This is an optimization exercise on Yosys and OpenROAD, whose aim is small area and a short achievable clock period, not a production implementation. Only simulation tests tie the RTL to the original design; equivalence was not proved.

== JK ==
// wide_alu
module wide_alu
    (
     input logic                              clk_i,
     input logic                              rst_ni,
     input logic                              trigger_i,
     input logic                              clear_err_i,
     input logic [63:0]                       op_a_i,
     input logic [63:0]                       op_b_i,
     output logic [127:0]                     result_o,
     input logic                              deaccel_factor_we_i,
     input logic [7:0]                        deaccel_factor_i,
     output logic [7:0]                       deaccel_factor_o,
     input logic                              op_sel_we_i,
     input logic [2:0]                        op_sel_i,
     output logic [2:0]                       op_sel_o,
     output logic [1:0]                       status_o
     );
    logic [1:0]   state_d, state_q;
    logic [127:0] result_d, result_q;
    logic [7:0]   delay_cntr_d, delay_cntr_q;
    logic [7:0]   deaccel_factor_q;
    logic [2:0]   op_sel_q;
  ...
Size in the first run: roughly 250 flip-flops, roughly 290 I/O pins, about 59000 um2 of cells after synthesis.
export LEC_CHECK = 0
export CAP_MARGIN = 30
export CORE_MARGIN = 2
export CORE_UTILIZATION = 55
export SETUP_SLACK_MARGIN = 4
export SLEW_MARGIN = 30
export SYNTH_HIERARCHICAL = 1
export TNS_END_PERCENT = 0
create_clock -name core_clock -period 12.5 [get_ports {clk_i}]
standard.sh (not shown) runs the stock make flow with config.mk's settings and CLKGATE_MAP_FILE= SYNTH_SCRIPT=/design/flow/synth_recipe.tcl, a recipe that flattens the netlist after the stock synthesis.
==> flow/flow/run.sh <==
#!/bin/bash
export BUFFER_PORTS_ARGS="-buffer_cell sky130_fd_sc_hd__buf_2"
bash standard.sh > standard.log 2>&1
JK closes out successfully: all stages finished, all timing, DRC and antenna checks passed.
Changes in MS relative to JK:
--- a/flow/design.v
+++ b/flow/design.v
@@ -5897,24 +5897,19 @@
             3'd4:    lgc = op_a_i & op_b_i;
             3'd5:    lgc = op_a_i | op_b_i;
             default: lgc = 64'd0;
         endcase
     end
     wire [63:0] lg = lgc & {64{load}};
-    wire         borrow = (op_b_i > op_a_i);
-    wire [127:0] early = {{63{ld_sx & borrow}}, 1'b0, lg} | ({128{hold}} & result_q);
-    wire [127:0] ta, tb;    
-    wire [127:0] ea, eb;
-    assign ta = {t[95:33], t[32], t[31:0], t[31:0]};
-    assign ea = {{63{ld_mul}}, ld_mul, {32{ld_mul}}, {32{ld_as}}};
-    assign tb = {63'd0, t[64] ^ sub, t[63:32], p1_q[31:0]};
-    assign eb = {63'd0, ld_as, {32{ld_as}}, {32{ld_mul}}};
-    for (genvar i = 0; i < 128; i++) begin : g_res
-        wide_alu_ao221 u_res (.a1(ta[i]), .a2(ea[i]), .b1(tb[i]), .b2(eb[i]), .c1(early[i]),
-                              .y(result_d[i]));
-    end
+    assign result_d[31:0]   = ({32{ld_mul}} & p1_q[31:0]) | ({32{ld_as}} & t[31:0]) |
+                              lg[31:0] | ({32{hold}} & result_q[31:0]);
+    assign result_d[63:32]  = ({32{ld_mul}} & t[31:0]) | ({32{ld_as}} & t[63:32]) |
+                              lg[63:32] | ({32{hold}} & result_q[63:32]);
+    assign result_d[64]     = (ld_mul & t[32]) | (ld_as & (t[64] ^ sub)) | (hold & result_q[64]);
+    assign result_d[127:65] = ({63{ld_mul}} & t[95:33]) | ({63{ld_sx & ~t[64]}}) |
+                              ({63{hold}} & result_q[127:65]);
     always_ff @(posedge clk_i, negedge rst_ni) begin
         if (!rst_ni) begin
             op_sel_q         <= 3'd0;
             deaccel_factor_q <= 8'd1;
             result_q         <= '0;
             state_q          <= 2'd0;
@@ -5991,10 +5986,6 @@
 module wide_alu_nand2 (input logic a, input logic b, output logic y);
     assign y = ~(a & b);
 endmodule
 module wide_alu_nor2 (input logic a, input logic b, output logic y);
     assign y = ~(a | b);
 endmodule
-module wide_alu_ao221 (input logic a1, input logic a2, input logic b1, input logic b2,
-                       input logic c1, output logic y);
-    assign y = (a1 & a2) | (b1 & b2) | c1;
-endmodule
Results
- MS | stages: all done | timing, DRC, antenna: all pass
- On MS: non-clock buffer count is 15% lower than what JK gave.
- Side by side, data arrival time at the worst-slack endpoint turned out higher in MS than in JK.
- Compare MS and JK | depth of the worst register-to-register path higher: MS
- MS against JK: met3 global-route usage went down, minimum clock period went up, worst hold slack after final layout went up.
- MS vs. JK: via count normalized by instance count now sits lower; global-route usage moved up; critical path depth picked up an extra about 17%.

[re-timing with driven ports]
Ports are ideal in the flow. The routed layouts listed here were re-timed in OpenROAD.
Step 1 assumes that a clkbuf_16 drives the clock port and a buf_2 every other input.
Step 2 moves the port delays by t, midway between the first and last clock arrival at a register: inputs arrive t later, outputs are due t later. That takes back most of the time a late clock gives input paths.
Three values: no drivers, after step 1, after step 2; two values: the first two.
| run | t (ns) | slack for setup (ns) | worst setup path after step 2 | clock arrival spread, ns | pins driven straight from the clock port |
|---|---|---|---|---|---|
| JK | 0.729 | 3.582 / 3.542 / 2.813 | input to register | 0.031 / 0.032 | 1 |
| MS | 0.633 | 3.254 / 3.179 / 2.546 | input to register | 0.029 / 0.029 | 1 |
After both steps every run listed still meets setup and hold. For JK, which loses most, drivers alone change the setup slack by -0.040 ns; drivers and shift together by -0.769 ns.
